Context: an optimization exercise on an open-source flow, tuned for small area. The choices shown serve that exercise and are no tape-out recipe. In this exercise RTL edits were held to simulation tests only and were not proved equivalent to the original. Power is estimated from default activity; no workload was simulated.

$ cat design/flow/flow/run.sh
#!/bin/bash
# Layout flow: the standard ORFS flow (standard.sh) with three changes:
#  - synthesis maps the logic with an area-oriented ABC script (flow/area.abc);
#    the rest of the synthesis script, and so every register, is unchanged
#  - ports are buffered with sky130_fd_sc_hd__buf_1
#  - the clock tree uses small clock buffers and no dummy loads
# Each tool's output goes to the ORFS logs under orfs/logs and to standard.log.
set -uo pipefail
W=$PWD
F=$W/flow
sed 's#^source \$::env(SCRIPTS_DIR)/synth_preamble.tcl$#&\nset abc_args [lreplace $abc_args 1 1 '"$F"'/area.abc]#' \
  "$FLOW_HOME/scripts/synth.tcl" > "$W/my_synth.tcl"
grep -q "area.abc" "$W/my_synth.tcl" || { echo "synth.tcl patch failed"; exit 1; }
sed 's#source \$::env(SCRIPTS_DIR)/synth.tcl#source '"$W"'/my_synth.tcl#' synth_recipe.tcl > "$W/my_synth_recipe.tcl"
grep -q "my_synth.tcl" "$W/my_synth_recipe.tcl" || { echo "synth_recipe.tcl patch failed"; exit 1; }
sed 's#SYNTH_SCRIPT=[^ ]*#SYNTH_SCRIPT='"$W"'/my_synth_recipe.tcl#' standard.sh > "$W/my_standard.sh"
grep -q "my_synth_recipe.tcl" "$W/my_standard.sh" || { echo "standard.sh patch failed"; exit 1; }
export BUFFER_PORTS_ARGS="-buffer_cell sky130_fd_sc_hd__buf_1"
export CTS_ARGS="-sink_clustering_enable -repair_clock_nets -dont_use_dummy_load -buf_list sky130_fd_sc_hd__clkbuf_8 -root_buf sky130_fd_sc_hd__clkbuf_8 -sink_clustering_size 24 -sink_clustering_max_diameter 60"
bash "$W/my_standard.sh" > "$W/standard.log" 2>&1
$ cat design/flow/flow/area.abc
strash
&get -n
&deepsyn -T 60 -S 1
&dch
&nf -p -F 8 -A 4 -R 1000
&put
mfs3 -ae
topo
stime -c
$ cat design/flow/standard.sh
#!/bin/bash
# synth_recipe.tcl (not shown) runs the flow's synth.tcl, then flattens the netlist and writes it again
# the make line also repeats each setting of config.mk as NAME=value (left out here)
make -C /OpenROAD-flow-scripts/flow DESIGN_CONFIG=/design/flow/config.mk WORK_HOME=/design/flow/orfs CLKGATE_MAP_FILE= SYNTH_SCRIPT=/design/flow/synth_recipe.tcl "${@:-finish}"
$ cat design/flow/config.mk
export PLATFORM = sky130hd
export DESIGN_NAME = frameMakerTop
export DESIGN_NICKNAME = frameMakerTop
export VERILOG_FILES = /design/flow/design.v
export SDC_FILE = /design/flow/constraint.sdc
export NUM_CORES = 4
export LEC_CHECK = 0
export ABC_AREA = 1
export CAP_MARGIN = 0
export CORE_MARGIN = 2
export CORE_UTILIZATION = 60
export SLEW_MARGIN = 0
$ cat design/flow/constraint.sdc
create_clock -name core_clock -period 5.0 [get_ports {samplePoint}]
set_input_delay 1.0000 -clock core_clock [delete_from_list [all_inputs] [get_ports {samplePoint}]]
set_output_delay 1.0000 -clock core_clock [all_outputs]
set_load 0.01 [all_outputs]
$ cat design/flow/design.v
module interFrameSpace (samplePoint, rst, canRX, frameReady, endOverload, isOverload, isStart);
	input wire samplePoint, rst, canRX, frameReady, endOverload;
	output wire isOverload, isStart;
	parameter bit1_intermission = 0, bit2_intermission = 1, bit3_intermission = 2, bus_idle = 3;
	reg [1:0]state;
	reg isOverload0, isStart0;
	reg endError;
	assign isOverload = isOverload0;
	assign isStart = isStart0;
	always @ (posedge samplePoint) begin
		if (rst) begin
			state <= bus_idle;
			isOverload0 <= 0;
			isStart0 <= 0;
			endError <= 0;
		end else begin
		if (frameReady == 0)begin
			state <= bit1_intermission;
			isOverload0 <= 0;
			isStart0 <= 0;
			if (endOverload)
				endError <= 1;
		end
		if (isOverload) begin
			isOverload0 <= 0;
		end
		if (frameReady == 1 && endOverload == 1) begin
			if (canRX == 1) begin
				state <= bit2_intermission;
				isOverload0 <= 0;
				isStart0 <= 0;
			end else begin
				state <= bit1_intermission;
				isOverload0 <= 1;
				isStart0 <= 0;
			end
		end
		if ((frameReady == 1 && endOverload == 0) || endError == 1) begin
			case (state)
				bit1_intermission:
					if (canRX == 1) begin
						state <= bit2_intermission;
						isOverload0 <= 0;
						isStart0 <= 0;
					end else begin
						state <= bit1_intermission;
						isOverload0 <= 1;
						isStart0 <= 0;
						endError <= 0;
					end
				bit2_intermission:
					if (canRX == 1) begin
						state <= bit3_intermission;
						isOverload0 <= 0;
						isStart0 <= 0;
					end else begin
						state <= bit1_intermission;
						isOverload0 <= 1;
						isStart0 <= 0;
						endError <= 0;
					end
				bit3_intermission:
					if (canRX == 1) begin
						state <= bus_idle;
						isOverload0 <= 0;
						isStart0 <= 0;
					end else begin
						state <= bit1_intermission;
						isOverload0 <= 0;
						isStart0 <= 1;
						endError <= 0;
					end
				bus_idle:
					if (canRX == 1) begin
						state <= bus_idle;
						isOverload0 <= 0;
						isStart0 <= 0;
					end else begin
						state <= bit1_intermission;
						isOverload0 <= 0;
						isStart0 <= 1;
						endError <= 0;
					end
			endcase
		end
		end
	end
endmodule
module overload (samplePoint, rst, canRX, isOverload, isError, endOverload);
	input wire samplePoint, rst, canRX, isOverload, isError;
	output reg endOverload;
	reg [3:0] count;
	reg del;
	reg alredyOverError;
	wire active = isOverload | isError | alredyOverError;
	wire flag = ~count[3] & ~(count[2] & (count[1] | count[0]));
	wire c7 = count[2] & count[1] & count[0];
	wire c11 = count[3] & count[1] & count[0];
	always @ (posedge samplePoint) begin
		if (rst) begin
			count <= 4'd0;
			del <= 1'b0;
			endOverload <= 1'b0;
			alredyOverError <= 1'b0;
		end else begin
			endOverload <= 1'b0;
			if (active) begin
				alredyOverError <= 1'b1;
				if (!del) begin
					if (!canRX)
						count <= (!flag && c11) ? 4'd0 : count + 4'd1;
					else if (flag)
						count <= 4'd0;
					else begin
						del <= 1'b1;
						count <= 4'd1;
					end
				end else begin
					if (canRX) begin
						if (c7) begin
							endOverload <= 1'b1;
							alredyOverError <= 1'b0;
							del <= 1'b0;
							count <= 4'd0;
						end else
							count <= count + 4'd1;
					end else begin
						del <= 1'b0;
						count <= {3'b000, c7};
					end
				end
			end
		end
	end
endmodule
module framecontroller
(
	input	sp, rst, CAN_RX, reset, isStuff, errorFlag,
	input	[4:0] size,
	output wire BS_onoff,
	output wire [1:0] CRCtype,
	output reg BRS_Stop,
	output wire invalidBit,
	output wire CRCcalc_on,
	output wire CRCtime,
	output wire ackValue,
	output reg RTR_SRR,
	output reg IDE,
	output reg EDL,
	output reg BRS,
	output reg RTR_r1,
	output reg frameReady
);
	localparam [3:0] ARB = 4'd0, RTR = 4'd1, IDEs = 4'd2, EXT = 4'd3,
	                 EXTRTR = 4'd4, R1EDL = 4'd5, R0EDL = 4'd6, R0FD = 4'd7,
	                 BRSs = 4'd8, ESI = 4'd9, DLC = 4'd10, DATA = 4'd11,
	                 CRC = 4'd12, TAIL = 4'd13, ERR = 4'd14, ERR2 = 4'd15;
	reg [3:0] state;
	reg [8:0] cnt;
	reg big;    
	assign invalidBit = 1'b0;
	assign ackValue = 1'b0;
	wire crcFirst = EDL ? (cnt[4] & ~cnt[3] & (cnt[2] == big) & ~cnt[1] & ~cnt[0])
	                    : (~cnt[4] & cnt[3] & cnt[2] & cnt[1] & ~cnt[0]);
	assign CRCtime = ((state == CRC) & ~crcFirst) | ((state == TAIL) & cnt[3] & cnt[0]);
	assign CRCtype = {CRCtime & EDL, CRCtime & (~EDL | big)};
	assign CRCcalc_on = ~CRCtime & (state != TAIL) & (state != ERR2);
	assign BS_onoff = (state != ERR2) & ~((state == TAIL) & ~(cnt[3] & cnt[0]));
	wire zero = (cnt == 9'd0);
	wire [3:0] dlc = {cnt[2:0], CAN_RX};
	reg [5:0] nbm1;
	always @* begin
		if (!EDL || !dlc[3])
			nbm1 = dlc[3] ? 6'd7 : {3'b000, dlc[2:0] - 3'd1};
		else case (dlc[2:0])
			3'd0: nbm1 = 6'd7;
			3'd1: nbm1 = 6'd11;
			3'd2: nbm1 = 6'd15;
			3'd3: nbm1 = 6'd19;
			3'd4: nbm1 = 6'd23;
			3'd5: nbm1 = 6'd31;
			3'd6: nbm1 = 6'd47;
			default: nbm1 = 6'd63;
		endcase
	end
	always @ (posedge sp) begin
		if (rst) begin
			state <= ERR2;
			frameReady <= 1'b1;
			BRS_Stop <= 1'b0;
			RTR_SRR <= 1'b0;
			IDE <= 1'b0;
			EDL <= 1'b0;
			BRS <= 1'b0;
			RTR_r1 <= 1'b0;
		end else if (reset) begin
			state <= errorFlag ? ERR : ARB;
			frameReady <= 1'b0;
			BRS_Stop <= 1'b0;
			RTR_SRR <= 1'b0;
			IDE <= 1'b0;
			EDL <= 1'b0;
			BRS <= 1'b0;
			RTR_r1 <= 1'b0;
		end else if (!isStuff) begin
			case (state)
				ARB: if (size[3] && size[1]) state <= RTR;    
				RTR: begin
					RTR_SRR <= CAN_RX;
					state <= IDEs;
				end
				IDEs: begin
					IDE <= CAN_RX;
					if (!CAN_RX) state <= R0EDL;
					else if (RTR_SRR) state <= EXT;
					else state <= ERR;
				end
				EXT: if (&size[4:1]) state <= EXTRTR;    
				EXTRTR: begin
					RTR_r1 <= CAN_RX;
					state <= R1EDL;
				end
				R1EDL, R0EDL: begin
					EDL <= CAN_RX;
					cnt <= 9'd1;
					if (CAN_RX) state <= R0FD;
					else if (state == R1EDL) state <= R0EDL;
					else state <= DLC;
				end
				R0FD: state <= CAN_RX ? ERR : BRSs;
				BRSs: begin
					BRS <= CAN_RX;
					BRS_Stop <= CAN_RX;
					state <= ESI;
				end
				ESI: state <= DLC;
				DLC: begin
					if (!cnt[3]) begin
						cnt <= {cnt[7:0], CAN_RX};
					end else if (dlc != 4'd0) begin
						cnt <= {nbm1, 3'b111};
						big <= EDL & dlc[3] & (dlc[2] | (dlc[1] & dlc[0]));
						state <= DATA;
					end else begin
						big <= 1'b0;
						cnt <= EDL ? 9'd16 : 9'd14;
						state <= CRC;
					end
				end
				DATA: begin
					if (EDL) BRS_Stop <= 1'b1;
					cnt <= cnt - 9'd1;
					if (zero) begin
						cnt <= !EDL ? 9'd14 : big ? 9'd20 : 9'd16;
						state <= CRC;
					end
				end
				CRC: begin
							cnt <= cnt - 9'd1;
					if (zero) begin
						cnt <= 9'd9;
						state <= TAIL;
					end
				end
				TAIL: begin
							BRS_Stop <= 1'b0;
					cnt <= cnt - 9'd1;
					if (!CAN_RX && ((cnt[3] && cnt[0]) || (cnt[2] && cnt[1] && cnt[0])))
						state <= ERR2;
					else if (zero) begin
						frameReady <= 1'b1;
						state <= ERR2;
					end
				end
				default: ;
			endcase
		end
	end
endmodule
module DatavsRemote(
RTR_SRR,
IDE,
RTR_r1,
isRemote
);
	input RTR_SRR, IDE, RTR_r1;
	output isRemote;
	assign isRemote = RTR_SRR & (IDE ~^ RTR_r1);
endmodule
module frameSize
(
	input	sp, rst, isStuff, reset,
	output reg [9:0] size
);
	always @ (posedge sp) begin
		if (rst)
			begin
				size <= 10'b0;
			end
		else if (reset)
			begin
				size <= 10'b1;
			end
		else if (~isStuff)
			begin
				size <= size + 1;
			end
	end
endmodule
module frameStorage
(
	input	sp, rst, CAN_RX, isStuff, reset,
	output reg [150:0] frame
);
	wire clr = rst | reset;
	wire hold = isStuff & ~clr;
	wire shift = ~isStuff & ~clr;
	always @ (posedge sp) begin
		frame[150:1] <= ({150{hold}} & frame[150:1]) | ({150{shift}} & frame[149:0]);
		frame[0] <= ~rst & ((isStuff & ~reset) ? frame[0] : CAN_RX);
	end
endmodule
module frameMakerTop (samplePoint, reset, canRX, isError, isStuff, endOverload, BS_onoff, CRCtype, BRS_Stop, invalidBit, CRCcalc_on, CRCtime, ackValue, IDE, EDL, BRS, isRemote, size, frame, frameReady, isStart);
	input wire samplePoint, reset, canRX, isError, isStuff;
	output wire endOverload, BS_onoff, BRS_Stop, invalidBit, CRCcalc_on, CRCtime, ackValue, IDE, EDL, BRS, isRemote, frameReady, isStart;
	output wire [1:0] CRCtype;
	output wire [9:0] size;
	output wire [150:0] frame;
	wire isOverloadFromInterframe, RTR_SRR, RTR_r1;
	interFrameSpace ifs (samplePoint, reset, canRX, frameReady, endOverload, isOverloadFromInterframe, isStart);
	overload ov (samplePoint, reset, canRX, isOverloadFromInterframe, isError, endOverload);
	framecontroller fc (samplePoint, reset, canRX, isStart, isStuff, isError, size[4:0], BS_onoff, CRCtype, BRS_Stop, invalidBit, CRCcalc_on, CRCtime, ackValue, RTR_SRR, IDE, EDL, BRS, RTR_r1, frameReady);
	DatavsRemote dr (RTR_SRR, IDE, RTR_r1, isRemote);
	frameSize fsz (samplePoint, reset, isStuff, isStart, size);
	frameStorage fst (samplePoint, reset, canRX, isStuff, isStart, frame);
endmodule
==> out/metrics.cfg, run 1 <==
[status]
outcome=finished clean

[synth]
synth_seq_area_share=0.592
synthCells=591
yosysTopAreaCell=dfxtp_1
synthTopCellsByArea=dfxtp_1 (55%), a22o_1 (20%), edfxtp_1 (4.5%)
yosysWarnings=5
synthSimpleGateAreaFrac=0.0862
synth_compound_area_frac=0.279
synthXorXnorAreaFrac=0.0117
synth.distinct_cells=45
avgSynthCellArea_um2=11.4
synth_top_family_by_area=compound AO/OA/AOI/OAI gates
ys.flop_type=dfxtp_1
synthMuxAreaShare=0
yosys.area.top_type_share=0.547
synthArstFlopShare=0
synth-adder-area-share=0.0186
synth_edf_count=10
netlist_area_um2=6730
synth_seq_cells=194

[timing]
fmax_mhz=299
min_period_over_period=0.668
slew_headroom=0.398
finalClockSkew_ns=0.0183
report.final.slew_viol_count=0
period_minus_slack_ns=3.34
rsz0062_at_grt=false
hold_violations=0
worst_pin_slew_ns=0.894
setup_viol=0
setup_tns_ns=0

[worst_setup_path]
cp.required_ns=4.00
criticalPathCategory=reg -> out
worst-path-max-fanout=12
crit_arrival_ns=2.34
start_kind=register
cp-end-kind=output port

[route]
drc=0
wl_per_cell_um=16.0
drt_pre_antenna_iters=5
vias_per_cell=5.89
routed_wirelength_um=14900
drt_first_iter_violations=467
ant_nets=0
num_vias=5481

[layout]
layout.cells.non_filler=930
layout-drive-gt1-share=0.0304
multi_input_area_um2=2690
layout.nets=807
nFillCells=853
diodes=0
regArea_um2=3980
area_delta_synth_final_pct=17.0

[clock_tree]
cts_buffers=17
cts_sinks=194
clkTransAtPathRegs_ns=0.08
htree_levels=4
post_cts_resize_count=0
hold_buffers=0
post_cts_buffers=0
clk_latency_ns=0.45
cts_tree=built
root_buffer=clkbuf_8
clockBufferDepth=2

[floorplanning]
start_util=0.618
die_w_um=110
ios=181
core_um2=10900
dieArea_um2=12100
rows=38
die_h_um=110

[global_routing]
grt_pass1_vias=4674
grt_pass1_wl_um=23000
grt_max_degree=152
antenna_found_initial=0
grtUsageTotal=0.243
grt_overflow=0

[power]
p_per_area_nw_per_um2=323
ir_drop_mv=0.220
cellLeakagePower_nw=2.90

[placed_design]
dp_hpwl_um=10200
numPortBuffers=178
dp.cells=913
place_congestion=0.857

[worst_hold_path]
hp-class=reg -> reg

[job]
maxCapViolCount=0

kinds of logic (layout without fill, tap and decap cells):
logic type	after synthesis	count (layout)
other	1	2
buffers and inverters	19	217
xor gates and xnor gates	9	9
AOI/OAI and AO/OA	237	237
adders and majority gates	10	10
and+or+nand+nor	121	121
DFF	194	194
per-stage QoR:
step / hold WS [ns] / utilization / worst slack (ns) / area, µm² / power [mW]
4_1_cts: 0.461 / 0.723 / 1.65 / 7880 / 2.56
2_1_floorplan: 0.416 / - / 0.335 / 6750 / 1.77
6_report: 0.461 / 0.723 / 1.66 / 7880 / 2.54
3_3_place_gp: 0.429 / 0.702 / 1.49 / 7640 / 1.83
3_5_place_dp: 0.447 / 0.702 / 1.36 / 7640 / 1.83
5_1_grt: 0.499 / 0.723 / 1.42 / 7880 / 2.64
flip-flops by register name (all words and copies together), names as in the netlist, 2 cells and up:
signal / count
fc.cnt: 9
fst.frame: 151
ov.count: 4
fc.state: 4
ifs.state: 2
fsz.size: 10
critical path, stage by stage (launching register included):
cell and delay [ns]:
edfxtp_1 0.57, nor2_1 0.19, o21ai_0 0.10, a21o_1 0.15
a2111oi_0 0.44, nor3_1 0.13, and3_1 0.19, buf_1 0.12
Yosys cell counts (all sizes together) (2+ instances only):
master and instances:
nor3b 3, o21ai 17, a32o 3, xnor2 9
nor2 35, nand2b 2, o21a 5, a211oi 2
nand3 8, nor2b 10, nor3 16, a31oi 6
nor4 5, ha 10, a311oi 3, a22o 153
buf 2, a21oi 26, and3 6, o22ai 4
o211ai 3, a21o 2, clkinv 17, a2111oi 3
dfxtp 184, or3 2, nand2 27, edfxtp 10
and2 2
cells in the final DEF (no fill, tap or decap), types with 16 or more instances in the layout:
cell type	Yosys	layout
dfxtp_1	184	184
buf_1	0	178
a22o_1	153	153
nor2_1	35	33
nand2_1	27	27
a21oi_1	26	26
clkinv_1	17	17
o21ai_0	17	17
clkbuf_8	0	17
nor3_1	16	16
power breakdown:
group / internal, mW / switching [mW]
sequential: 1.58 / 0.0300
combinational: 0.0591 / 0.131
clock: 0.301 / 0.445
worst paths after layout:
check / startpoint / end / slack, ns / cells after the start
max: fc.cnt[3] / CRCtype[1] / 1.66 / 7
min: ifs.state[0] / ifs.state[0] / 0.46 / 1
min reg2reg: ifs.state[0] / ifs.state[0] / 0.46 / 1
max reg2reg: fc.cnt[0] / fc.state[2] / 1.91 / 12
final cells by class:
type | instances | area share
multi-input combinational | 379 | 0.341
inverter | 17 | 0.00810
tap | 140 | 0.0222
timing repair buffer | 183 | 0.0928
sequential | 194 | 0.506
clock buffer | 17 | 0.0297
layer usage:
| metal | global-route usage | wire length, µm |
|---|---|---|
| met3 | 0.0581 | 1030 |
| met1 | 0.325 | 6660 |
| met2 | 0.382 | 6940 |
| met4 | 0.0931 | 261 |
| met5 | 0 | 0 |
==> run 2, diff against run 1 <==
--- a/design/flow/config.mk
+++ b/design/flow/config.mk
@@ -6,7 +6,7 @@
 export NUM_CORES = 4
 export LEC_CHECK = 0
 export ABC_AREA = 1
-export CAP_MARGIN = 0
+export CAP_MARGIN = 20
 export CORE_MARGIN = 2
 export CORE_UTILIZATION = 60
-export SLEW_MARGIN = 0
+export SLEW_MARGIN = 20
==> out/metrics.cfg, run 2 <==
[clock_tree]
clockBufferDepth=2  ; unchanged
htree_levels=4  ; unchanged
post_cts_buffers=0  ; unchanged
hold_buffers=0  ; unchanged
cts_buffers=17  ; unchanged
root_buffer=clkbuf_8
cts_sinks=194  ; unchanged
cts_tree=built
clkTransAtPathRegs_ns=0.08  ; about the same
clk_latency_ns=0.45  ; about the same
post_cts_resize_count=0  ; unchanged

[layout]
layout-drive-gt1-share=0.0304  ; unchanged
layout.nets=807  ; unchanged
largest-register=fst.frame
layout_commonest_cell=dfxtp_1
area_delta_synth_final_pct=17.0  ; unchanged
top_regs=fst.frame (151), fsz.size (10), fc.cnt (9)
largest_reg_flops=151  ; unchanged
layout.cells.non_filler=930  ; unchanged
diodes=0  ; unchanged
postLayoutCellArea_um2=7880  ; unchanged
nFillCells=853  ; unchanged
final_cell_mix=dfxtp_1 (184), buf_1 (178), a22o_1 (153)

[global_routing]
grt_pass1_wl_um=23000  ; unchanged
grtUsageTotal=0.243  ; unchanged
grt_pass1_vias=4674  ; unchanged
antenna_found_initial=0  ; unchanged
grt_max_degree=152  ; unchanged
grt_overflow=0  ; unchanged

[power]
totalPowerFinal_mw=2.54  ; unchanged
p_per_area_nw_per_um2=323  ; unchanged
seqPwrFrac=0.632  ; about the same
ir_drop_mv=0.220  ; unchanged
p_sw_frac=0.238  ; unchanged
p_clk_frac=0.293  ; about the same
cellLeakagePower_nw=2.90  ; unchanged
p_switching_mw=0.607  ; unchanged
power_frac_comb=0.075  ; about the same
internal-power_mw=1.94  ; unchanged

[route]
wl_per_cell_um=16.0  ; unchanged
top_layer=met4
drt_first_iter_violations=467  ; unchanged
routed-wl-met3_um=1030  ; unchanged
drt_pre_antenna_iters=5  ; unchanged
wl_met1_um=6660  ; unchanged
wl_met2_um=6940  ; unchanged
num_vias=5481  ; unchanged
routed_wirelength_um=14900  ; unchanged
vias_per_cell=5.89  ; unchanged
ant_nets=0  ; unchanged
drc=0  ; unchanged

[worst_setup_path]
startpoint=fc.cnt[3]
reg2reg_to=fc.state[2]
cp-end-kind=output port
cp.required_ns=4.00  ; about the same
worst-path-max-fanout=12  ; unchanged
rr_startpoint=fc.cnt[0]
crit_end=CRCtype[1]
reg2reg_slack_ns=1.91  ; about the same
criticalPathCategory=reg -> out
start_kind=register
rr_worst_depth=12  ; unchanged
crit_arrival_ns=2.34  ; about the same

[synth]
yosysWarnings=5  ; unchanged
yosys.area.top_type_share=0.547  ; unchanged
synth.distinct_cells=45  ; unchanged
avgSynthCellArea_um2=11.4  ; unchanged
ys.flop_type=dfxtp_1
netlist_area_um2=6730  ; unchanged
synthCells=591  ; unchanged
yosysTopAreaCell=dfxtp_1
synthTopCellsByCount=dfxtp_1 (184), a22o_1 (153), nor2_1 (35)
synthArstFlopShare=0  ; unchanged
synth_seq_area_share=0.592  ; unchanged
synth_edf_count=10  ; unchanged
synthTopCellsByArea=dfxtp_1 (55%), a22o_1 (20%), edfxtp_1 (4.5%)
synth_seq_cells=194  ; unchanged
synth.most_common_cell=dfxtp_1

[placed_design]
dp_slack_ns=1.36  ; unchanged
placed_area_um2=7640  ; unchanged
dp.cells=913  ; unchanged
numPortBuffers=178  ; unchanged
place_congestion=0.857  ; unchanged
dp_hpwl_um=10200  ; unchanged

[floorplanning]
die_w_um=110  ; unchanged
core_um2=10900  ; unchanged
dieArea_um2=12100  ; unchanged
start_util=0.618  ; unchanged
die_h_um=110  ; unchanged
ios=181  ; unchanged
rows=38  ; unchanged

[timing]
worst_pin_slew_ns=0.894  ; unchanged
finalClockSkew_ns=0.0183  ; unchanged
min_period_over_period=0.668  ; unchanged
fmax_mhz=299  ; unchanged
hold_violations=0  ; unchanged
rsz0062_at_grt=false
period_minus_slack_ns=3.34  ; unchanged
report.final.slew_viol_count=0  ; unchanged
setup_tns_ns=0  ; unchanged
setup_viol=0  ; unchanged
fin_ws_ns=1.66  ; unchanged
slew_headroom=0.398  ; unchanged

[status]
outcome=finished clean

[worst_hold_path]
hp-class=reg -> reg

[job]
maxCapViolCount=0  ; unchanged

run 2: cell counts in the layout (fill, tap and decap cells not counted):
Identical to the previous run, type by type.
run 2: power by group through the flow:
stage	logic, mW	clock network (mW)	registers, mW
floorplan	0.132	0	1.64
global placement	0.185	0	1.64
detailed placement	0.189	0	1.64
CTS	0.190	0.760	1.61
global route	0.213	0.819	1.61
finish	0.190	0.746	1.61
run 2: logic make-up (layout without fill, tap and decap cells):
family / count (synthesis) / count (layout) / synth area share
AO/OA/AOI/OAI: 237 / 237 / 0.279
other: 1 / 2 / 0.000557
flip-flops: 194 / 194 / 0.592
XOR/XNOR: 9 / 9 / 0.0117
AND/OR/NAND/NOR: 121 / 121 / 0.0862
adder cells (fa/ha/maj): 10 / 10 / 0.0186
buffers and inverters: 19 / 217 / 0.0117
run 2: through the flow:
step	hold WS (ns)	util
after floorplan	0.416	-
after global placement	0.429	0.702
after detailed placement	0.447	0.702
after CTS	0.461	0.723
after global routing	0.499	0.723
final	0.461	0.723
run 2: area by class of cell:
class,instances,area (µm²),area share
clock buffers,17,234,0.0297
inverters,17,63.8,0.00810
multi-input cells,379,2690,0.341
flip-flops and latches,194,3980,0.506
well taps,140,175,0.0222
repair buffers,183,731,0.0928
run 2: worst min-delay path by stage:
stage / startpoint / to / slack, ns / cells past startpoint
2_1_floorplan: ifs.state[0] / ifs.state[0] / 0.42 / 1
3_3_place_gp: ifs.state[0] / ifs.state[0] / 0.43 / 1
3_5_place_dp: ifs.state[0] / ifs.state[0] / 0.45 / 1
4_1_cts: ifs.state[0] / ifs.state[0] / 0.46 / 1
5_1_grt: ifs.state[0] / ifs.state[0] / 0.50 / 1
6_report: ifs.state[0] / ifs.state[0] / 0.46 / 1
run 2: per-layer routing:
metal  GRT usage  up-vias
li1            -     2683
met4      0.0931        0
met5           0        -
met1       0.325     2597
met2       0.382      180
met3      0.0581       21
run 2: worst max-delay path, cell delays in order, from the launching register on:
cell and delay, ns:
edfxtp_1 0.57, nor2_1 0.19, o21ai_0 0.10, a21o_1 0.15, a2111oi_0 0.44, nor3_1 0.13, and3_1 0.19, buf_1 0.12
==> run 3, diff against run 2 <==
--- a/design/flow/config.mk
+++ b/design/flow/config.mk
@@ -8,5 +8,5 @@
 export ABC_AREA = 1
 export CAP_MARGIN = 20
 export CORE_MARGIN = 2
-export CORE_UTILIZATION = 60
+export CORE_UTILIZATION = 70
 export SLEW_MARGIN = 20
==> out/metrics.cfg, run 3 <==
[placed_design]
dp_slack_ns=1.37  ; +0.00744 ns
dp_hpwl_um=11000  ; +7.9%
place_congestion=0.912  ; +6.4%
numPortBuffers=178  ; unchanged

[floorplanning]
start_util=0.725  ; +0.107
core_um2=9280  ; -15%
dieArea_um2=10400  ; -14%
rows=35  ; -7.9%
ios=181  ; unchanged
die_w_um=102  ; -7.1%
die_h_um=102  ; -7.1%

[worst_setup_path]
rr_startpoint=fc.cnt[0]
cp.required_ns=4.00  ; about the same
worst-path-max-fanout=12  ; unchanged
startpoint=fc.cnt[3]
start_kind=register
criticalPathCategory=reg -> out
slowest_delay_ns=0.57  ; about the same
crit_arrival_ns=2.36  ; +0.02 ns
crit_chain=nor2_1 > o21ai_0 > a21o_1 > a2111oi_0 > nor3_1 > and3_1 > buf_1
critPathSlowestCell=edfxtp_1
cp-end-kind=output port
reg2reg_slack_ns=1.87  ; -0.04 ns

[global_routing]
grt_pass1_wl_um=25300  ; +9.8%
grt_pass1_vias=5004  ; +7.1%
antenna_found_initial=0  ; unchanged
grtUsageTotal=0.309  ; +0.0657
grt_max_degree=100  ; -34%
grt_overflow=0  ; unchanged

[clock_tree]
clockBufferDepth=2  ; unchanged
htree_levels=4  ; unchanged
cts_tree=built
clkTransAtPathRegs_ns=0.08  ; about the same
post_cts_buffers=0  ; unchanged
post_cts_resize_count=0  ; unchanged
cts_sinks=194  ; unchanged
cts_buffers=17  ; unchanged
root_buffer=clkbuf_8
hold_buffers=0  ; unchanged
clk_latency_ns=0.46  ; about the same

[timing]
worst_pin_slew_ns=0.950  ; +0.0557 ns
rsz0062_at_grt=false
period_minus_slack_ns=3.36  ; +0.0159 ns
fmax_mhz=298  ; -0.47%
setup_viol=0  ; unchanged
min_period_over_period=0.672  ; +0.00317
hold_slack_ns=0.456  ; -0.00416 ns
hold_violations=0  ; unchanged
fin_ws_ns=1.64  ; -0.0159 ns
finalClockSkew_ns=0.0275  ; +0.00921 ns
slew_headroom=0.367  ; -0.0316
setup_tns_ns=0  ; unchanged
report.final.slew_viol_count=0  ; unchanged

[power]
power_frac_comb=0.075  ; about the same
p_sw_frac=0.238  ; -0.000734
p_clk_frac=0.292  ; about the same
p_switching_mw=0.603  ; -0.50%
internal-power_mw=1.94  ; about the same
ir_drop_mv=0.248  ; +13%
cellLeakagePower_nw=2.90  ; about the same
p_per_area_nw_per_um2=324  ; +0.21%
seqPwrFrac=0.633  ; about the same

[layout]
final_cell_mix=dfxtp_1 (184), buf_1 (178), a22o_1 (153)
area_delta_synth_final_pct=16.5
diodes=0  ; unchanged
nFillCells=552  ; -35%
top_regs=fst.frame (151), fsz.size (10), fc.cnt (9)
layout.nets=808  ; +0.12%
largest-register=fst.frame
layout_commonest_cell=dfxtp_1
layout-drive-gt1-share=0.0316  ; +0.00123
largest_reg_flops=151  ; unchanged

[synth]
synth_edf_count=10  ; unchanged
synthCells=591  ; unchanged
ys.flop_type=dfxtp_1
yosysTopAreaCell=dfxtp_1
synthTopCellsByCount=dfxtp_1 (184), a22o_1 (153), nor2_1 (35)
synth.most_common_cell=dfxtp_1
synth.distinct_cells=45  ; unchanged
synth_seq_cells=194  ; unchanged
synthArstFlopShare=0  ; unchanged
netlist_area_um2=6730  ; unchanged
avgSynthCellArea_um2=11.4  ; unchanged
synthTopCellsByArea=dfxtp_1 (55%), a22o_1 (20%), edfxtp_1 (4.5%)
yosysWarnings=5  ; unchanged
yosys.area.top_type_share=0.547  ; unchanged
synth_seq_area_share=0.592  ; unchanged

[route]
drt_pre_antenna_iters=5  ; unchanged
num_vias=5590  ; +2.0%
routed_wirelength_um=16000  ; +7.3%
ant_nets=0  ; unchanged
drt_first_iter_violations=267  ; -43%
wl_per_cell_um=17.4  ; +8.5%
drc=0  ; unchanged
vias_per_cell=6.08  ; +3.1%

[status]
outcome=finished clean

[job]
maxCapViolCount=0  ; unchanged

[worst_hold_path]
min_from=ifs.state[0]
hp-class=reg -> reg

==> run 3: logic make-up (layout without fill, tap and decap cells) <==
family,count (synthesis),count (layout),share of synthesized area
other,1,2,0.000557
buffers and inverters,19,218,0.0117
adders and majority gates,10,10,0.0186
DFF,194,194,0.592
AOI/OAI and AO/OA,237,237,0.279
xor gates and xnor gates,9,9,0.0117
and+or+nand+nor,121,121,0.0862
==> run 3: layer usage <==
metal,routed length [µm],track usage,up-vias
li1,-,-,2680
met1,6660,0.402,2670
met2,7840,0.495,217
met3,1240,0.0930,23
met4,257,0.104,0
met5,0,0,-
==> run 3: per-stage QoR <==
stage	cells	power (mW)	util	area, µm²
floorplan	592	1.77	-	6750
global placement	903	1.82	0.820	7610
detailed placement	903	1.83	0.820	7610
CTS	920	2.55	0.845	7840
global route	920	2.64	0.845	7840
finish	920	2.54	0.845	7840
==> run 3: final timing paths <==
kind / to / cells past startpoint
min: ifs.state[0] / 1
max reg2reg: fc.state[2] / 12
max: CRCtype[1] / 7
min reg2reg: ifs.state[0] / 1
==> run 3: power by group through the flow <==
stage,Clock [mW],Sequential (mW),Combinational (mW)
2_1_floorplan,0,1.64,0.132
3_3_place_gp,0,1.64,0.179
3_5_place_dp,0,1.64,0.186
4_1_cts,0.755,1.61,0.187
5_1_grt,0.819,1.61,0.212
6_report,0.742,1.61,0.189
==> run 3: layout make-up <==
cell class / instances / area, µm² / share of cell area
tap: 129 / 161 / 0.0206
clock buffer: 17 / 234 / 0.0298
multi-input combinational: 379 / 2690 / 0.343
sequential: 194 / 3980 / 0.508
timing repair buffer: 184 / 713 / 0.0909
inverter: 17 / 63.8 / 0.00814
==> run 3: critical path, delay by kind of cell, from the launching register on <==
kind            cells  cell delay, ns
simple gates        3            0.53
flops               1            0.57
buf+inv             1            0.12
compound gates      3            0.70
==> run 4, diff against run 3 <==
--- a/design/flow/design.v
+++ b/design/flow/design.v
@@ -144,12 +144,11 @@
 	output wire CRCcalc_on,
 	output wire CRCtime,
 	output wire ackValue,
-	output reg RTR_SRR,
+	output reg isRemote,
 	output reg IDE,
 	output reg EDL,
 	output reg BRS,
-	output reg RTR_r1,
-	output reg frameReady
+	output wire frameReady
 );
 	localparam [3:0] ARB = 4'd0, RTR = 4'd1, IDEs = 4'd2, EXT = 4'd3,
 	                 EXTRTR = 4'd4, R1EDL = 4'd5, R0EDL = 4'd6, R0FD = 4'd7,
@@ -162,6 +161,7 @@
 	assign ackValue = 1'b0;
 	wire crcFirst = EDL ? (cnt[4] & ~cnt[3] & (cnt[2] == big) & ~cnt[1] & ~cnt[0])
 	                    : (~cnt[4] & cnt[3] & cnt[2] & cnt[1] & ~cnt[0]);
+	assign frameReady = (state == ERR2) & cnt[8];
 	assign CRCtime = ((state == CRC) & ~crcFirst) | ((state == TAIL) & cnt[3] & cnt[0]);
 	assign CRCtype = {CRCtime & EDL, CRCtime & (~EDL | big)};
 	assign CRCcalc_on = ~CRCtime & (state != TAIL) & (state != ERR2);
@@ -186,38 +186,36 @@
 	always @ (posedge sp) begin
 		if (rst) begin
 			state <= ERR2;
-			frameReady <= 1'b1;
+			cnt[8] <= 1'b1;
 			BRS_Stop <= 1'b0;
-			RTR_SRR <= 1'b0;
+			isRemote <= 1'b0;
 			IDE <= 1'b0;
 			EDL <= 1'b0;
 			BRS <= 1'b0;
-			RTR_r1 <= 1'b0;
 		end else if (reset) begin
 			state <= errorFlag ? ERR : ARB;
-			frameReady <= 1'b0;
 			BRS_Stop <= 1'b0;
-			RTR_SRR <= 1'b0;
+			isRemote <= 1'b0;
 			IDE <= 1'b0;
 			EDL <= 1'b0;
 			BRS <= 1'b0;
-			RTR_r1 <= 1'b0;
 		end else if (!isStuff) begin
 			case (state)
 				ARB: if (size[3] && size[1]) state <= RTR;    
 				RTR: begin
-					RTR_SRR <= CAN_RX;
+					isRemote <= CAN_RX;
 					state <= IDEs;
 				end
 				IDEs: begin
 					IDE <= CAN_RX;
+					isRemote <= isRemote & ~CAN_RX;
 					if (!CAN_RX) state <= R0EDL;
-					else if (RTR_SRR) state <= EXT;
+					else if (isRemote) state <= EXT;
 					else state <= ERR;
 				end
 				EXT: if (&size[4:1]) state <= EXTRTR;    
 				EXTRTR: begin
-					RTR_r1 <= CAN_RX;
+					isRemote <= CAN_RX;
 					state <= R1EDL;
 				end
 				R1EDL, R0EDL: begin
@@ -267,10 +265,8 @@
 					cnt <= cnt - 9'd1;
 					if (!CAN_RX && ((cnt[3] && cnt[0]) || (cnt[2] && cnt[1] && cnt[0])))
 						state <= ERR2;
-					else if (zero) begin
-						frameReady <= 1'b1;
-						state <= ERR2;
-					end
+					else if (zero)
+						state <= ERR2;    
 				end
 				default: ;
 			endcase
@@ -326,11 +322,10 @@
 	output wire [1:0] CRCtype;
 	output wire [9:0] size;
 	output wire [150:0] frame;
-	wire isOverloadFromInterframe, RTR_SRR, RTR_r1;
+	wire isOverloadFromInterframe;
 	interFrameSpace ifs (samplePoint, reset, canRX, frameReady, endOverload, isOverloadFromInterframe, isStart);
 	overload ov (samplePoint, reset, canRX, isOverloadFromInterframe, isError, endOverload);
-	framecontroller fc (samplePoint, reset, canRX, isStart, isStuff, isError, size[4:0], BS_onoff, CRCtype, BRS_Stop, invalidBit, CRCcalc_on, CRCtime, ackValue, RTR_SRR, IDE, EDL, BRS, RTR_r1, frameReady);
-	DatavsRemote dr (RTR_SRR, IDE, RTR_r1, isRemote);
+	framecontroller fc (samplePoint, reset, canRX, isStart, isStuff, isError, size[4:0], BS_onoff, CRCtype, BRS_Stop, invalidBit, CRCcalc_on, CRCtime, ackValue, isRemote, IDE, EDL, BRS, frameReady);
 	frameSize fsz (samplePoint, reset, isStuff, isStart, size);
 	frameStorage fst (samplePoint, reset, canRX, isStuff, isStart, frame);
 endmodule
==> out/metrics.cfg, run 4 <==
[synth]
synth_seq_area_share=0.591  ; about the same
synth.distinct_cells=43  ; -4.4%
synth.most_common_cell=dfxtp_1
netlist_area_um2=6650  ; -1.2%
yosys.area.top_type_share=0.551  ; +0.00358
synthTopCellsByCount=dfxtp_1 (183), a22o_1 (155), nor2_1 (29)
synthTopCellsByArea=dfxtp_1 (55%), a22o_1 (20%), edfxtp_1 (4.1%)
avgSynthCellArea_um2=11.4  ; -0.35%
synthCells=586  ; -0.85%
ys.flop_type=dfxtp_1
synthArstFlopShare=0  ; unchanged
synth_edf_count=9  ; -1
yosysTopAreaCell=dfxtp_1
yosysWarnings=5  ; unchanged
synth_seq_cells=192  ; -1.0%

[timing]
min_period_over_period=0.701  ; +0.0291
setup_tns_ns=0  ; unchanged
fin_ws_ns=1.50  ; -0.145 ns
report.final.slew_viol_count=0  ; unchanged
period_minus_slack_ns=3.50  ; +0.145 ns
fmax_mhz=285  ; -4.1%
setup_viol=0  ; unchanged
slew_headroom=0.330  ; -0.0366
rsz0062_at_grt=false
hold_violations=0  ; unchanged
worst_pin_slew_ns=0.994  ; +0.0444 ns
finalClockSkew_ns=0.0424  ; +0.0150 ns

[clock_tree]
cts_sinks=192  ; -1.0%
clkTransAtPathRegs_ns=0.07  ; about the same
cts_tree=built
clockBufferDepth=2  ; unchanged
htree_levels=4  ; unchanged
root_buffer=clkbuf_8
post_cts_resize_count=0  ; unchanged
cts_buffers=17  ; unchanged
hold_buffers=0  ; unchanged
clk_latency_ns=0.45  ; about the same
post_cts_buffers=0  ; unchanged

[placed_design]
place_congestion=0.906  ; -0.71%
numPortBuffers=178  ; unchanged
dp_hpwl_um=10700  ; -2.5%
placed_area_um2=7540  ; -0.97%
dp_slack_ns=1.21  ; -0.163 ns

[power]
p_per_area_nw_per_um2=363  ; +12%
cellLeakagePower_nw=2.90  ; +0.19%
ir_drop_mv=0.212  ; -14%
totalPowerFinal_mw=2.83  ; +12%

[worst_setup_path]
start_kind=register
worst-path-max-fanout=9  ; -3
cp-end-kind=register
criticalPathCategory=reg -> reg
rr_worst_depth=13  ; +1
cp.required_ns=5.29  ; +1.29 ns
crit_arrival_ns=3.79  ; +1.43 ns

[route]
drt_first_iter_violations=354  ; +33%
ant_nets=0  ; unchanged
drc=0  ; unchanged
drt_pre_antenna_iters=5  ; unchanged
wl_per_cell_um=17.3  ; -0.37%
routed_wirelength_um=15900  ; -0.81%
vias_per_cell=6.22  ; +2.4%
num_vias=5701  ; +2.0%

[status]
outcome=finished clean

[global_routing]
grt_pass1_vias=5014  ; +0.20%
grtUsageTotal=0.303  ; -0.00571
grt_pass1_wl_um=24900  ; -1.6%
antenna_found_initial=0  ; unchanged
grt_max_degree=96  ; -4.0%
grt_overflow=0  ; unchanged

[layout]
largest_reg_flops=151  ; unchanged
layout_commonest_cell=dfxtp_1
multi_input_area_um2=2680  ; -0.47%
diodes=0  ; unchanged
largest-register=fst.frame
top_regs=fst.frame (151), fsz.size (10), fc.cnt (9)
final_cell_mix=dfxtp_1 (183), buf_1 (178), a22o_1 (155)
regArea_um2=3930  ; -1.3%
area_delta_synth_final_pct=17.2
layout.nets=804  ; -0.50%
layout-drive-gt1-share=0.0343  ; +0.00270
nFillCells=545  ; -1.3%
postLayoutCellArea_um2=7800  ; -0.59%

[floorplanning]
rows=35  ; unchanged
ios=181  ; unchanged
dieArea_um2=10300  ; -1.1%
die_h_um=101  ; -0.57%
core_um2=9240  ; -0.47%
die_w_um=101  ; -0.57%
start_util=0.720  ; -0.00523

[worst_hold_path]
hp-class=reg -> reg
hold_path_depth=2  ; +1

[job]
maxCapViolCount=0  ; unchanged

-- run 4: cell types whose count changed in the layout (fill, tap and decap cells not counted), moves of 4 or more --
cell | previous run | this run
nand2b_1 | 2 | 7
nand4_1 | 1 | 6
nand3_1 | 8 | 13
o21ai_0 | 17 | 22
nor2_1 | 33 | 27
and3_1 | 6 | 10
o22ai_1 | 4 | 0
xnor2_1 | 9 | 5
nor2b_1 | 10 | 1
-- run 4: logic make-up after synthesis --
logic type                 count (synthesis)  synth area share
AOI/OAI and AO/OA                        231             0.273
DFF                                      192             0.591
and+or+nand+nor                          127            0.0941
buffers and inverters                     16            0.0102
adders and majority gates                 10            0.0188
xor gates and xnor gates                   8            0.0105
other                                      1          0.000564
muxes                                      1           0.00150
-- run 4: path summary, 6_finish.rpt --
kind	from	endpoint	slack, ns
max	fc.cnt[0]	fc.state[2]	1.50
min reg2reg	fc.BRS	fc.BRS	0.45
max reg2reg	fc.cnt[0]	fc.state[2]	1.50
min	fc.BRS	fc.BRS	0.45
-- run 4: cell type report --
type | instances | area share
Tap cell | 129 | 0.0207
Clock buffer | 17 | 0.0300
Inverter | 14 | 0.00674
Sequential cell | 192 | 0.504
Timing Repair Buffer | 185 | 0.0950
Multi-Input combinational cell | 379 | 0.343
-- run 4: critical path, cell delays in order, from the launching register on --
cell and delay [ns]:
edfxtp_1 0.54, clkinv_1 0.17, ha_1 0.20, nand2_1 0.11, nor3_1 0.29, nand2b_1 0.11, or3_1 0.40, nand3_1 0.11
o21ai_0 0.14, o311a_1 0.19, nor3_1 0.54, nand3_1 0.22, a211oi_1 0.29, nor2_1 0.06
-- run 4: per-layer routing --
metal  part of all wire  vias up  wire length, µm  global-route usage
li1                   -     2687                -                   -
met1               0.42     2705             6730               0.397
met2               0.48      274             7600               0.490
met3              0.075       35             1190              0.0738
met4              0.022        0              346               0.114
met5                  0        -                0                   0
-- run 4: where the power goes --
| group | switching [mW] | internal [mW] | leakage (nW) | total (mW) |
|---|---|---|---|---|
| registers | 0.0755 | 1.59 | 1.56 | 1.67 |
| clock network | 0.437 | 0.302 | 0.122 | 0.738 |
| logic | 0.298 | 0.132 | 1.22 | 0.430 |
-- run 4: metrics by stage --
| stage | hold WS [ns] | std cells | utilization |
|---|---|---|---|
| floorplan | 0.416 | 587 | - |
| global placement | 0.432 | 898 | 0.815 |
| detailed placement | 0.440 | 898 | 0.816 |
| CTS | 0.452 | 915 | 0.841 |
| global route | 0.469 | 916 | 0.844 |
| finish | 0.452 | 916 | 0.844 |
==> run 5, diff against run 4 <==
--- a/design/flow/design.v
+++ b/design/flow/design.v
@@ -161,12 +161,14 @@
 	assign ackValue = 1'b0;
 	wire crcFirst = EDL ? (cnt[4] & ~cnt[3] & (cnt[2] == big) & ~cnt[1] & ~cnt[0])
 	                    : (~cnt[4] & cnt[3] & cnt[2] & cnt[1] & ~cnt[0]);
-	assign frameReady = (state == ERR2) & cnt[8];
-	assign CRCtime = ((state == CRC) & ~crcFirst) | ((state == TAIL) & cnt[3] & cnt[0]);
+	wire tailFirst = cnt[3] & cnt[2] & cnt[1] & cnt[0];    
+	assign frameReady = (state == ERR2) & cnt[0];
+	assign CRCtime = ((state == CRC) & ~crcFirst) | ((state == TAIL) & tailFirst);
 	assign CRCtype = {CRCtime & EDL, CRCtime & (~EDL | big)};
 	assign CRCcalc_on = ~CRCtime & (state != TAIL) & (state != ERR2);
-	assign BS_onoff = (state != ERR2) & ~((state == TAIL) & ~(cnt[3] & cnt[0]));
+	assign BS_onoff = (state != ERR2) & ~((state == TAIL) & ~tailFirst);
 	wire zero = (cnt == 9'd0);
+	wire [8:0] crcLoad = !EDL ? 9'd14 : big ? 9'd20 : 9'd16;
 	wire [3:0] dlc = {cnt[2:0], CAN_RX};
 	reg [5:0] nbm1;
 	always @* begin
@@ -186,7 +188,7 @@
 	always @ (posedge sp) begin
 		if (rst) begin
 			state <= ERR2;
-			cnt[8] <= 1'b1;
+			cnt[0] <= 1'b1;
 			BRS_Stop <= 1'b0;
 			isRemote <= 1'b0;
 			IDE <= 1'b0;
@@ -194,6 +196,7 @@
 			BRS <= 1'b0;
 		end else if (reset) begin
 			state <= errorFlag ? ERR : ARB;
+			big <= 1'b0;
 			BRS_Stop <= 1'b0;
 			isRemote <= 1'b0;
 			IDE <= 1'b0;
@@ -240,8 +243,7 @@
 						big <= EDL & dlc[3] & (dlc[2] | (dlc[1] & dlc[0]));
 						state <= DATA;
 					end else begin
-						big <= 1'b0;
-						cnt <= EDL ? 9'd16 : 9'd14;
+						cnt <= crcLoad;
 						state <= CRC;
 					end
 				end
@@ -249,24 +251,21 @@
 					if (EDL) BRS_Stop <= 1'b1;
 					cnt <= cnt - 9'd1;
 					if (zero) begin
-						cnt <= !EDL ? 9'd14 : big ? 9'd20 : 9'd16;
+						cnt <= crcLoad;
 						state <= CRC;
 					end
 				end
 				CRC: begin
-							cnt <= cnt - 9'd1;
-					if (zero) begin
-						cnt <= 9'd9;
-						state <= TAIL;
-					end
+					cnt <= cnt - 9'd1;
+					if (zero) state <= TAIL;    
 				end
 				TAIL: begin
-							BRS_Stop <= 1'b0;
+					BRS_Stop <= 1'b0;
 					cnt <= cnt - 9'd1;
-					if (!CAN_RX && ((cnt[3] && cnt[0]) || (cnt[2] && cnt[1] && cnt[0])))
+					if (!CAN_RX && cnt[3] && cnt[2] && cnt[0])    
+						state <= ERR2;
+					else if (!cnt[3] && !cnt[0])                 
 						state <= ERR2;
-					else if (zero)
-						state <= ERR2;    
 				end
 				default: ;
 			endcase
--- a/design/flow/config.mk
+++ b/design/flow/config.mk
@@ -8,5 +8,5 @@
 export ABC_AREA = 1
 export CAP_MARGIN = 20
 export CORE_MARGIN = 2
-export CORE_UTILIZATION = 70
+export CORE_UTILIZATION = 76
 export SLEW_MARGIN = 20
==> out/metrics.cfg, run 5 <==
[job]
maxCapViolCount=0  ; unchanged

[layout]
postLayoutCellArea_um2=7710  ; -1.2%
diodes=0  ; unchanged
top_regs=fst.frame (151), fsz.size (10), fc.cnt (9)
largest-register=fst.frame
largest_reg_flops=151  ; unchanged
layout.cells.non_filler=887  ; -3.2%
layout-drive-gt1-share=0.0308  ; -0.00350
layout.nets=796  ; -1.0%
final_cell_mix=dfxtp_1 (183), buf_1 (178), a22o_1 (152)
layout_commonest_cell=dfxtp_1
area_delta_synth_final_pct=16.2

[power]
p_switching_mw=0.622  ; -23%
internal-power_mw=1.91  ; -5.7%
cellLeakagePower_nw=2.89  ; -0.53%
p_clk_frac=0.301  ; +0.040
totalPowerFinal_mw=2.53  ; -11%
p_per_area_nw_per_um2=328  ; -9.7%
power_frac_comb=0.071  ; -0.081
seqPwrFrac=0.628  ; +0.040
ir_drop_mv=0.214  ; +0.65%
p_sw_frac=0.246  ; -0.0402

[synth]
synth_top_family_by_area=compound AO/OA/AOI/OAI gates
synth-adder-area-share=0.0189  ; +0.0000603
avgSynthCellArea_um2=11.4  ; +0.54%
synthXorXnorAreaFrac=0.00925  ; -0.00129
synthTopCellsByCount=dfxtp_1 (183), a22o_1 (152), nor2_1 (31)
yosys.area.top_type_share=0.553  ; +0.00177
synthTopCellsByArea=dfxtp_1 (55%), a22o_1 (20%), edfxtp_1 (4.1%)
synth_seq_area_share=0.593  ; +0.00190
yosysWarnings=5  ; unchanged
synth_edf_count=9  ; unchanged
synth.most_common_cell=dfxtp_1
synth_compound_area_frac=0.279  ; +0.00654
synthSimpleGateAreaFrac=0.0830  ; -0.0110
ys.flop_type=dfxtp_1
synth.distinct_cells=46  ; +7.0%
synthArstFlopShare=0  ; unchanged
synth_seq_cells=192  ; unchanged
synthMuxAreaShare=0.00472  ; +0.00321
netlist_area_um2=6630  ; -0.32%
yosysTopAreaCell=dfxtp_1
synthCells=581  ; -0.85%

[clock_tree]
clk_latency_ns=0.48  ; +0.03 ns
clkTransAtPathRegs_ns=0.07  ; about the same
cts_buffers=17  ; unchanged
cts_tree=built
clockBufferDepth=2  ; unchanged
root_buffer=clkbuf_8
cts_sinks=192  ; unchanged
htree_levels=4  ; unchanged
post_cts_resize_count=0  ; unchanged
post_cts_buffers=0  ; unchanged
hold_buffers=0  ; unchanged

[status]
outcome=finished clean

[floorplanning]
start_util=0.772  ; +0.0517
die_w_um=97.4  ; -4.0%
dieArea_um2=9490  ; -7.9%
core_um2=8590  ; -7.0%
rows=34  ; -2.9%
ios=181  ; unchanged
die_h_um=97.4  ; -4.0%

[route]
vias_per_cell=6.66  ; +7.1%
ant_nets=0  ; unchanged
routed-wl-met3_um=1570  ; +32%
drt_first_iter_violations=511  ; +44%
wl_per_cell_um=20.5  ; +19%
routed_wirelength_um=18200  ; +15%
wl_met2_um=9240  ; +22%
num_vias=5911  ; +3.7%
drt_pre_antenna_iters=5  ; unchanged
wl_met1_um=6740  ; +0.18%
top_layer=met4
drc=0  ; unchanged

[timing]
period_minus_slack_ns=3.47  ; -0.0350 ns
slew_headroom=0.365  ; +0.0348
hold_violations=0  ; unchanged
setup_viol=0  ; unchanged
fmax_mhz=288  ; +1.0%
min_period_over_period=0.694  ; -0.00701
finalClockSkew_ns=0.0431  ; +0.000688 ns
setup_tns_ns=0  ; unchanged
worst_pin_slew_ns=0.953  ; -0.0417 ns
rsz0062_at_grt=false
report.final.slew_viol_count=0  ; unchanged

[global_routing]
antenna_found_initial=0  ; unchanged
grt_max_degree=85  ; -11%
grt_pass1_wl_um=28600  ; +15%
grt_overflow=0  ; unchanged
grtUsageTotal=0.377  ; +0.0741
grt_pass1_vias=5375  ; +7.2%

[placed_design]
place_congestion=0.884  ; -2.3%
dp_hpwl_um=11700  ; +8.6%
numPortBuffers=178  ; unchanged
dp.cells=870  ; -3.1%
placed_area_um2=7470  ; -0.91%

[worst_setup_path]
worst-path-max-fanout=8  ; -1
crit_arrival_ns=3.80  ; about the same
cp-end-kind=register
start_kind=register
slowest_delay_ns=0.45  ; -0.09 ns
criticalPathCategory=reg -> reg
crit_chain=clkinv_1 > ha_1 > nand2_1 > or3_1 > nor4_1 > nand2b_1 > a21oi_1 > o21ai_0 > or3_1 > a311oi_1 > o2111ai_1 > a21o_1
cpMostUsedCell=or3_1
critPathSlowestCell=or3_1
cp.required_ns=5.33  ; +0.04 ns

[worst_hold_path]
hp-class=reg -> reg

## run 5: layout make-up
class / instances / area, µm²
Sequential cell: 192 / 3930
Multi-Input combinational cell: 373 / 2650
Clock buffer: 17 / 234
Tap cell: 108 / 135
Fill cell: 371 / 886
Inverter: 15 / 56.3
Timing Repair Buffer: 182 / 698
## run 5: cells by family (layout without fill, tap and decap cells)
family | Yosys count | in the layout
and+or+nand+nor | 115 | 115
adders and majority gates | 10 | 10
DFF | 192 | 192
muxes | 3 | 3
xor gates and xnor gates | 7 | 7
other | 1 | 2
AOI/OAI and AO/OA | 236 | 236
buffers and inverters | 17 | 214
## run 5: final timing paths
| check | slack, ns | end | depth (start not counted) | start |
|---|---|---|---|---|
| worst max-delay path | 1.53 | fc.state[0] | 12 | fc.cnt[0] |
| worst max register to register | 1.53 | fc.state[0] | 12 | fc.cnt[0] |
| worst min register to register | 0.46 | ifs.state[0] | 1 | ifs.state[0] |
| worst min-delay path | 0.46 | ifs.state[0] | 1 | ifs.state[0] |
## run 5: through the flow
stage / hold WS [ns] / worst slack [ns] / util
6_report: 0.457 / 1.53 / 0.897
5_1_grt: 0.481 / 1.19 / 0.897
4_1_cts: 0.460 / 1.56 / 0.896
3_5_place_dp: 0.452 / 1.41 / 0.869
3_3_place_gp: 0.438 / 1.45 / 0.869
2_1_floorplan: 0.425 / 0.0254 / -
## run 5: metal layers
layer,GRT usage,vias up
met5,0,-
met4,0.168,0
met3,0.0978,73
met2,0.646,338
met1,0.448,2852
li1,-,2648
## run 5: power groups by stage
stage	registers, mW	logic (mW)	clock network (mW)
6_report	1.59	0.181	0.761
2_1_floorplan	1.61	0.121	0
3_5_place_dp	1.62	0.174	0
4_1_cts	1.58	0.176	0.759
5_1_grt	1.59	0.199	0.811
3_3_place_gp	1.62	0.166	0
## run 5: worst max-delay path: cells and delay by family (launching register included)
family	cells	cell delay (ns)
simple gates	5	1.40
buf+inv	1	0.21
flops	1	0.41
fa+ha+maj	1	0.23
compound gates	5	1.12
==> run 6, diff against run 5 <==
--- a/design/flow/config.mk
+++ b/design/flow/config.mk
@@ -8,5 +8,5 @@
 export ABC_AREA = 1
 export CAP_MARGIN = 20
 export CORE_MARGIN = 2
-export CORE_UTILIZATION = 76
+export CORE_UTILIZATION = 70
 export SLEW_MARGIN = 20
==> out/metrics.cfg, run 6 <==
[status]
outcome=finished clean

[worst_setup_path]
slowest_delay_ns=0.53  ; +0.08 ns
crit_cells=12  ; unchanged
criticalPathCategory=reg -> reg
worst-path-max-fanout=9  ; +1
worst-path-buf-inv=1  ; unchanged
rr_worst_depth=12  ; unchanged
path_delay_family=simple AND/OR/NAND/NOR gates
rr_startpoint=fc.cnt[1]
reg2reg_slack_ns=1.47  ; -0.06 ns
crit_chain=clkinv_1 > ha_1 > nand2_1 > or3_1 > nor4_1 > nand2b_1 > a21oi_1 > o21ai_0 > or3_1 > a311oi_1 > o2111ai_1 > a21o_1
cpMostUsedCell=or3_1
cp.required_ns=5.33  ; about the same
crit_arrival_ns=3.86  ; +0.06 ns
critPathSlowestCell=edfxtp_1
startpoint=fc.cnt[1]
start_kind=register
cp-end-kind=register

[floorplanning]
core_um2=9200  ; +7.0%
rows=35  ; +2.9%
ios=181  ; unchanged
start_util=0.721  ; -0.0506
dieArea_um2=10300  ; +8.2%
die_h_um=101  ; +4.0%
die_w_um=101  ; +4.0%

[clock_tree]
root_buffer=clkbuf_8
hold_buffers=0  ; unchanged
cts_buffers=17  ; unchanged
clk_latency_ns=0.46  ; -0.02 ns
post_cts_resize_count=0  ; unchanged
cts_tree=built
htree_levels=4  ; unchanged
post_cts_buffers=0  ; unchanged
cts_sinks=192  ; unchanged
clkTransAtPathRegs_ns=0.07  ; about the same
clockBufferDepth=2  ; unchanged

[power]
p_clk_frac=0.298  ; -0.003
p_sw_frac=0.242  ; -0.00337
power_frac_comb=0.072  ; about the same
p_switching_mw=0.611  ; -1.7%
internal-power_mw=1.91  ; about the same
p_per_area_nw_per_um2=326  ; -0.61%
ir_drop_mv=0.233  ; +9.0%
cellLeakagePower_nw=2.90  ; +0.34%
seqPwrFrac=0.630  ; +0.002
totalPowerFinal_mw=2.52  ; -0.37%

[placed_design]
dp_hpwl_um=11500  ; -1.2%
place_congestion=0.907  ; +2.5%
numPortBuffers=178  ; unchanged
dp.cells=875  ; +0.57%

[timing]
report.final.slew_viol_count=0  ; unchanged
rsz0062_at_grt=false
fmax_mhz=283  ; -1.7%
finalClockSkew_ns=0.0322  ; -0.0109 ns
setup_tns_ns=0  ; unchanged
worst_pin_slew_ns=0.884  ; -0.0684 ns
slew_headroom=0.410  ; +0.0456
hold_violations=0  ; unchanged
setup_viol=0  ; unchanged
period_minus_slack_ns=3.53  ; +0.0593 ns
min_period_over_period=0.706  ; +0.0119
hold_slack_ns=0.448  ; -0.00912 ns

[worst_hold_path]
hp-class=reg -> reg
hold_path_depth=1  ; unchanged
min_from=fsz.size[9]

[synth]
synth.distinct_cells=46  ; unchanged
synthTopCellsByArea=dfxtp_1 (55%), a22o_1 (20%), edfxtp_1 (4.1%)
yosys.area.top_type_share=0.553  ; unchanged
avgSynthCellArea_um2=11.4  ; unchanged
synth_seq_cells=192  ; unchanged
synthTopCellsByCount=dfxtp_1 (183), a22o_1 (152), nor2_1 (31)
synth.most_common_cell=dfxtp_1
netlist_area_um2=6630  ; unchanged
yosysWarnings=5  ; unchanged
synth_seq_area_share=0.593  ; unchanged
ys.flop_type=dfxtp_1
synthArstFlopShare=0  ; unchanged
yosysTopAreaCell=dfxtp_1
synthCells=581  ; unchanged
synth_edf_count=9  ; unchanged

[route]
drt_pre_antenna_iters=5  ; unchanged
vias_per_cell=6.40  ; -3.9%
routed_wirelength_um=17000  ; -6.7%
drc=0  ; unchanged
ant_nets=0  ; unchanged
drt_first_iter_violations=403  ; -21%
num_vias=5712  ; -3.4%
wl_per_cell_um=19.0  ; -7.3%

[global_routing]
antenna_found_initial=0  ; unchanged
grt_pass1_vias=5117  ; -4.8%
grt_overflow=0  ; unchanged
grt_pass1_wl_um=26300  ; -8.1%
grt_max_degree=79  ; -7.1%
grtUsageTotal=0.327  ; -0.0503

[layout]
final_cell_mix=dfxtp_1 (183), buf_1 (178), a22o_1 (152)
top_regs=fst.frame (151), fsz.size (10), fc.cnt (9)
nFillCells=554  ; +49%
layout_commonest_cell=dfxtp_1
largest-register=fst.frame
layout.cells.non_filler=892  ; +0.56%
area_delta_synth_final_pct=16.5
diodes=0  ; unchanged
layout.nets=798  ; +0.25%
largest_reg_flops=151  ; unchanged
layout-drive-gt1-share=0.0333  ; +0.00248

[job]
maxCapViolCount=0  ; unchanged

run 6: cell counts after synthesis:
No cell type changed its count.
run 6: area by class of cell:
type                    instances  area [µm²]  area share
clock buffers                  17         234      0.0303
inverters                      15        56.3     0.00729
multi-input cells             373        2650       0.343
flip-flops and latches        192        3930       0.509
well taps                     111         139      0.0180
repair buffers                184         713      0.0923
run 6: metal layers:
layer,wire [µm],track usage,vias up
li1,-,-,2656
met1,6910,0.409,2771
met2,8530,0.555,254
met3,1170,0.0725,31
met4,372,0.124,0
met5,0,0,-
run 6: logic make-up after synthesis:
family	count (synthesis)	synth area share
buffers and inverters	17	0.0108
flip-flops	192	0.593
AND/OR/NAND/NOR	115	0.0830
AO/OA/AOI/OAI	236	0.279
other	1	0.000566
XOR/XNOR	7	0.00925
adder cells (fa/ha/maj)	10	0.0189
multiplexers	3	0.00472
run 6: worst paths after layout:
| kind | endpoint |
|---|---|
| max | fc.state[0] |
| min | fsz.size[9] |
| max reg2reg | fc.state[0] |
| min reg2reg | fsz.size[9] |
run 6: power groups by stage:
stage	Clock (mW)	Sequential (mW)	Combinational, mW
floorplan	0	1.61	0.121
global placement	0	1.62	0.170
detailed placement	0	1.62	0.177
CTS	0.755	1.59	0.179
global route	0.813	1.59	0.201
finish	0.751	1.59	0.181
run 6: worst reg2reg max path, delay by kind of cell, from the launching register on:
family                     cells  cell delay (ns)
AOI/OAI and AO/OA              5             1.08
adders and majority gates      1             0.21
buffers and inverters          1             0.13
DFF                            1             0.53
and+or+nand+nor                5             1.48
run 6: metrics by stage:
stage	util	setup WS, ns	instance area, µm²
global route	0.840	1.17	7730
detailed placement	0.815	1.53	7490
finish	0.840	1.47	7730
global placement	0.814	1.52	7490
CTS	0.840	1.51	7730
floorplan	-	0.0254	6640
==> run 7, diff against run 6 <==
--- a/design/flow/config.mk
+++ b/design/flow/config.mk
@@ -9,4 +9,6 @@
 export CAP_MARGIN = 20
 export CORE_MARGIN = 2
 export CORE_UTILIZATION = 70
+export GPL_ROUTABILITY_DRIVEN = 0
+export GPL_TIMING_DRIVEN = 0
 export SLEW_MARGIN = 20
==> out/metrics.cfg, run 7 <==
[timing]
rsz0062_at_grt=false
setup_viol=0  ; unchanged
hold_violations=0  ; unchanged
period_minus_slack_ns=3.50  ; -0.0319 ns
worst_pin_slew_ns=0.990  ; +0.106 ns
setup_tns_ns=0  ; unchanged
slew_headroom=0.340  ; -0.0703
finalClockSkew_ns=0.0365  ; +0.00423 ns
min_period_over_period=0.699  ; -0.00638
fmax_mhz=286  ; +0.91%
report.final.slew_viol_count=0  ; unchanged

[synth]
synth.most_common_cell=dfxtp_1
synthArstFlopShare=0  ; unchanged
synth_compound_area_frac=0.279  ; unchanged
yosys.area.top_type_share=0.553  ; unchanged
synthTopCellsByArea=dfxtp_1 (55%), a22o_1 (20%), edfxtp_1 (4.1%)
synthMuxAreaShare=0.00472  ; unchanged
synth_edf_count=9  ; unchanged
synth.distinct_cells=46  ; unchanged
synth_seq_area_share=0.593  ; unchanged
ys.flop_type=dfxtp_1
avgSynthCellArea_um2=11.4  ; unchanged
netlist_area_um2=6630  ; unchanged
yosysTopAreaCell=dfxtp_1
synthCells=581  ; unchanged
yosysWarnings=5  ; unchanged
synthTopCellsByCount=dfxtp_1 (183), a22o_1 (152), nor2_1 (31)
synthXorXnorAreaFrac=0.00925  ; unchanged
synth_top_family_by_area=compound AO/OA/AOI/OAI gates
synth_seq_cells=192  ; unchanged
synthSimpleGateAreaFrac=0.0830  ; unchanged
synth-adder-area-share=0.0189  ; unchanged

[worst_hold_path]
hold_path_depth=1  ; unchanged
hp-class=reg -> reg

[route]
ant_nets=0  ; unchanged
drt_pre_antenna_iters=5  ; unchanged
drc=0  ; unchanged
num_vias=5740  ; +0.49%
routed_wirelength_um=16200  ; -4.4%
drt_first_iter_violations=338  ; -16%
wl_per_cell_um=18.1  ; -5.0%
vias_per_cell=6.39  ; -0.18%

[global_routing]
grt_pass1_vias=5029  ; -1.7%
antenna_found_initial=0  ; unchanged
grt_pass1_wl_um=25400  ; -3.4%
grtUsageTotal=0.309  ; -0.0177
grt_overflow=0  ; unchanged
grt_max_degree=41  ; -48%

[clock_tree]
cts_sinks=192  ; unchanged
root_buffer=clkbuf_8
cts_buffers=17  ; unchanged
cts_tree=built
clockBufferDepth=2  ; unchanged
clkTransAtPathRegs_ns=0.07  ; about the same
hold_buffers=0  ; unchanged
post_cts_resize_count=0  ; unchanged
post_cts_buffers=0  ; unchanged
clk_latency_ns=0.43  ; -0.03 ns
htree_levels=4  ; unchanged

[layout]
layout.nets=804  ; +0.75%
nFillCells=504  ; -9.0%
fin_util=0.865  ; +0.0250
multi_input_area_um2=2650  ; unchanged
postLayoutCellArea_um2=7960  ; +3.0%
regArea_um2=3930  ; unchanged
top_regs=fst.frame (151), fsz.size (10), fc.cnt (9)
layout_commonest_cell=dfxtp_1
diodes=0  ; unchanged
largest-register=fst.frame
area_delta_synth_final_pct=20.0
final_cell_mix=dfxtp_1 (183), buf_1 (178), a22o_1 (152)
layout-drive-gt1-share=0.0407  ; +0.00737
largest_reg_flops=151  ; unchanged

[worst_setup_path]
cp.required_ns=5.29  ; -0.04 ns
cp-end-kind=register
start_kind=register
crit_arrival_ns=3.78  ; -0.08 ns
worst-path-max-fanout=9  ; unchanged
rr_worst_depth=12  ; unchanged
criticalPathCategory=reg -> reg

[floorplanning]
rows=35  ; unchanged
die_w_um=101  ; unchanged
die_h_um=101  ; unchanged
dieArea_um2=10300  ; unchanged
ios=181  ; unchanged
start_util=0.721  ; unchanged
core_um2=9200  ; unchanged

[power]
p_per_area_nw_per_um2=318  ; -2.4%
cellLeakagePower_nw=2.99  ; +3.2%
ir_drop_mv=0.200  ; -14%
totalPowerFinal_mw=2.53  ; +0.55%

[job]
maxCapViolCount=0  ; unchanged

[placed_design]
dp_hpwl_um=11100  ; -3.5%
placed_area_um2=7720  ; +3.0%
numPortBuffers=178  ; unchanged

[status]
outcome=finished clean

## run 7: cell counts after synthesis
No cell type changed its count.
## run 7: worst paths after layout
path	startpoint	to	slack, ns
setup reg to reg	fc.cnt[1]	fc.state[0]	1.50
hold reg to reg	fsz.size[9]	fsz.size[9]	0.47
hold / removal	fsz.size[9]	fsz.size[9]	0.47
setup / recovery	fc.cnt[1]	fc.state[0]	1.50
## run 7: power by group
part / switching, mW / internal (mW) / leakage [nW]
registers: 0.0280 / 1.56 / 1.56
logic: 0.139 / 0.0736 / 1.31
clock network: 0.433 / 0.302 / 0.122
total: 0.599 / 1.93 / 2.99
## run 7: per-layer routing
| metal | global-route usage | vias up | wire (µm) |
|---|---|---|---|
| li1 | - | 2675 | - |
| met1 | 0.395 | 2761 | 6570 |
| met2 | 0.518 | 267 | 7990 |
| met3 | 0.0663 | 37 | 1280 |
| met4 | 0.117 | 0 | 395 |
| met5 | 0 | - | 0 |
## run 7: stage by stage
stage | setup slack, ns | hold slack (ns) | instances
after detailed placement | 1.27 | 0.444 | 881
final | 1.50 | 0.469 | 898
after CTS | 1.59 | 0.463 | 898
after global placement | -1.50 | 0.437 | 871
after floorplan | 0.0254 | 0.425 | 582
after global routing | 1.29 | 0.508 | 898
## run 7: worst max-delay path, stage by stage, from the launching register on
cell and delay, ns:
edfxtp_1 0.52, clkinv_1 0.13, ha_1 0.20, nand2_1 0.07
or3_1 0.35, nor4_1 0.38, nand2b_1 0.19, a21oi_1 0.16
o21ai_0 0.11, or3_1 0.44, a311oi_1 0.46, o2111ai_1 0.18
a21o_1 0.19
## run 7: cells by family after synthesis
logic type / after synthesis
xor gates and xnor gates: 7
muxes: 3
adders and majority gates: 10
buffers and inverters: 17
other: 1
AOI/OAI and AO/OA: 236
and+or+nand+nor: 115
DFF: 192
## run 7: cell type report
cell class	count	area share
sequential	192	0.494
buffer	2	0.00189
timing repair buffer	188	0.117
multi-input combinational	373	0.333
tap	111	0.0175
clock buffer	17	0.0294
inverter	15	0.00708

Setup slack of run 7, layout unchanged: 1.504 ns with ideal ports, 1.504 ns with driving cells assumed (clock clkbuf_16, inputs buf_2), 1.177 ns with port delays also shifted by the 0.449 ns mid clock arrival.
